Source: an optimization exercise on an open RTL-to-GDS flow (aim: small area, a short achievable clock period and few clock cycles per item). Production flows keep margins and buffers that such runs may drop. Function was checked by simulation only, so behaviour that the tests miss may differ from the original.

Setup of v25:
==> flow/design.v <==
module speck_round #(
    parameter W = 32
)(
    input  wire [W-1:0] x_in,    
    input  wire [W-1:0] y_in,    
    input  wire [W-1:0] k_in,    
    output wire [W-1:0] x_out,
    output wire [W-1:0] y_out
);
    wire [W-1:0] sum;
    speck_add #(.W(W)) u_add (.a({x_in[7:0], x_in[W-1:8]}), .b(y_in), .ci(1'b0), .s(sum));
    assign x_out = sum ^ k_in;
    assign y_out = {y_in[W-4:0], y_in[W-1:W-3]} ^ x_out;
endmodule
module speck_add #(
    parameter W = 32
)(
    input  wire [W-1:0] a,
    input  wire [W-1:0] b,
    input  wire         ci,
    output wire [W-1:0] s
);
    reg [W-1:0] g, p;
    integer i, l, j;
    always @* begin
        g = a & b;
        p = a ^ b;
        g[0] = g[0] | (p[0] & ci);
        for (l = 0; (1 << l) < W; l = l + 1)
            for (i = W - 1; i >= 0; i = i - 1)
                if ((i >> l) & 1) begin
                    j = ((i >> l) << l) - 1;
                    g[i] = g[i] | (p[i] & g[j]);
                    p[i] = p[i] & p[j];
                end
    end
    assign s = a ^ b ^ {g[W-2:0], ci};
endmodule
module speck_round_inverse #(
    parameter W = 32
)(
    input  wire [W-1:0] x_in,
    input  wire [W-1:0] y_in,
    input  wire [W-1:0] k_in,
    output wire [W-1:0] x_out,
    output wire [W-1:0] y_out
);
    wire [W-1:0] t = x_in ^ y_in;
    wire [W-1:0] y_temp = {t[2:0], t[W-1:3]};
    wire [W-1:0] diff;
    speck_add #(.W(W)) u_sub (.a(x_in ^ k_in), .b(~y_temp), .ci(1'b1), .s(diff));
    assign x_out = {diff[W-9:0], diff[W-1:W-8]};
    assign y_out = y_temp;
endmodule
module speck64_core (
    input  wire          clk,
    input  wire          rst,           
    output wire          ready,
    input  wire          key_load,
    input  wire [127:0]  key_in,        
    input  wire          blk_start,
    input  wire          blk_dec,
    input  wire [63:0]   blk_in,        
    output reg           blk_done,
    output wire [63:0]   blk_out
);
    reg  [4:0]   ph;        
    reg          run;       
    reg          expand;    
    reg          dec;       
    reg  [63:0]  dat;       
    reg  [63:0]  res;       
    reg  [127:0] ka, kb;
    reg  last;              
    wire [31:0] x = dat[63:32];
    wire [31:0] y = dat[31:0];
    wire [31:0] xf, yf, xi, yi;
    wire [31:0] af_l, af_k, bi_l, bi_k;
    wire [4:0]  ph_b = 5'd25 - ph;
    speck_round         u_dat_f (.x_in(x), .y_in(y), .k_in(ka[31:0]), .x_out(xf), .y_out(yf));
    speck_round_inverse u_dat_i (.x_in(x), .y_in(y), .k_in(kb[31:0]), .x_out(xi), .y_out(yi));
    speck_round         u_key_f (.x_in(ka[63:32]), .y_in(ka[31:0]), .k_in({27'd0, ph}),
                                 .x_out(af_l), .y_out(af_k));
    speck_round_inverse u_key_i (.x_in(kb[127:96]), .y_in(kb[31:0]), .k_in({27'd0, ph_b}),
                                 .x_out(bi_l), .y_out(bi_k));
    assign ready   = last;
    assign blk_out = res;
    always @(posedge clk or posedge rst) begin
        if (rst) begin
            ph       <= 5'd0;
            last     <= 1'b0;
            run      <= 1'b0;
            expand   <= 1'b0;
            blk_done <= 1'b0;
        end else begin
            blk_done <= run && last;
            last     <= (ph == 5'd25);
            if (last) begin
                ph     <= 5'd0;
                run    <= blk_start;
                expand <= key_load;
            end else begin
                ph     <= ph + 5'd1;
            end
        end
    end
    always @(posedge clk) begin
        res <= dec ? {xi, yi} : {xf, yf};
        if (last) begin
            dec <= blk_dec;
            dat <= blk_in;
        end else begin
            dat <= dec ? {xi, yi} : {xf, yf};
        end
        if (last) begin
            ka <= key_load ? key_in : kb;
            kb <= ka;
        end else begin
            ka <= {af_l, ka[127:64], af_k};
            if (!expand)
                kb <= {kb[95:32], bi_l, bi_k};
            else if (ph == 5'd0)
                kb <= ka;
        end
    end
endmodule
Settings: LEC_CHECK=0, CAP_MARGIN=20, CORE_MARGIN=2, CORE_UTILIZATION=40, SLEW_MARGIN=20; clock period 7.0 ns.
run.sh (not shown) runs the stock make flow with config.mk's settings and CLKGATE_MAP_FILE= SYNTH_SCRIPT=/design/flow/synth_recipe.tcl, a recipe that flattens the netlist after the stock synthesis.
Testbench counts of v25, summed over its fixed seeds: cycles 22,464, blocks 784.
> inputs changed (v25 -> v22)
==> flow/flow/run.sh (new file) <==
#!/bin/bash
# The standard layout, with the port buffers made from the smallest buffer
# (buf_1) instead of the one buffer_ports picks by default.
set -euo pipefail
export BUFFER_PORTS_ARGS="-buffer_cell sky130_fd_sc_hd__buf_1"
bash standard.sh > standard_flow.log 2>&1
==> flow/standard.sh (new file) <==
#!/bin/bash
# synth_recipe.tcl (not shown) runs the flow's synth.tcl, then flattens the netlist and writes it again
# the make line also repeats each setting of config.mk as NAME=value (left out here)
make -C /OpenROAD-flow-scripts/flow DESIGN_CONFIG=/design/flow/config.mk WORK_HOME=/design/flow/orfs CLKGATE_MAP_FILE= SYNTH_SCRIPT=/design/flow/synth_recipe.tcl "${@:-finish}"
-- flow/config.mk --
<<< v25, line 9
export CORE_MARGIN = 2
export CORE_UTILIZATION = 40
export SLEW_MARGIN = 20
>>> v22, line 9
export CORE_MARGIN = 2
export CORE_UTILIZATION = 40
export SETUP_SLACK_MARGIN = 3.6
export SLEW_MARGIN = 20
removed: flow/run.sh
==> run summary <==
Note that the buffer count excluding the clock tree in the final layout recorded for v25 amounts to 0.863 times the value seen in v22. Relative to v25, the layout clock buffer count of v22 is higher by 4.6%. Compared to v25, v22 has post-route minimum period 0.40 ns lower. As far as complex-gate fraction of the synthesized area goes, v22 and v25 are indistinguishable; the numbers are identical. Met2 demand-to-capacity share in global routing: v25 vs v22 — no meaningful difference. v22 vs. v25: final area went down; share of cells above drive strength 1 climbed 4.5 points.
diff inputs: v22 => v56
==> flow/run.sh (new file) <==
#!/bin/bash
# synth_recipe.tcl (not shown) runs the flow's synth.tcl, then flattens the netlist and writes it again
# the make line also repeats each setting of config.mk as NAME=value (left out here)
make -C /OpenROAD-flow-scripts/flow DESIGN_CONFIG=/design/flow/config.mk WORK_HOME=/design/flow/orfs CLKGATE_MAP_FILE= SYNTH_SCRIPT=/design/flow/synth_recipe.tcl finish
removed: flow/flow/run.sh
removed: flow/standard.sh
Results
The flow did not stop early for v56: all stages ran, and the layout cleared the timing, design-rule and antenna checks.
| worst slack on hold paths | v56 vs v22 | 0.012 ns lower |
Relative to v22, part of the cycle the worst path needs increased by 1.1 points in v56.
Design area is higher on v56
There was hardly any difference in flip-flop and latch area between v56 and v22.
Number of fillers in the final layout in v56 is 239 lower than in v22
On net count after synthesis, v56 and v22 are basically level.
Sort v56 and v22 by setup slack of the worst register-to-register path desc -> top: v22
The relative area change from synthesis to final layout of v56 exceeds that of v22 by 8.2 points.
v22 ended up with kb[39] as its last element of the critical path; v56 ended up with kb[37].

afterwards: timing with drivers on the ports:
Ports are ideal in the flow. The routed layouts listed here were re-timed in OpenROAD. Step 1 assumes that a clkbuf_16 drives the clock port and a buf_2 every other input. Step 2, shift: input delay + t, output delay - t, t = (earliest + latest rising clock arrival at the registers) / 2. This alone moves slack from input paths to output paths. Slacks: ideal / step 1 / step 2; pairs: ideal / step 1.
| run | t (ns) | slack for setup (ns) | pins driven straight from the clock port |
|---|---|---|---|
| v25 | 0.648 | 3.171 / 3.171 / 3.171 | 1 |
| v22 | 0.645 | 3.573 / 3.573 / 3.573 | 1 |
| v56 | 0.645 | 3.493 / 3.493 / 3.467 | 1 |
After both steps every run listed still meets setup and hold. The setup slack of v56, which loses most, moves by 0.000 ns with the drivers and by -0.026 ns with both steps.
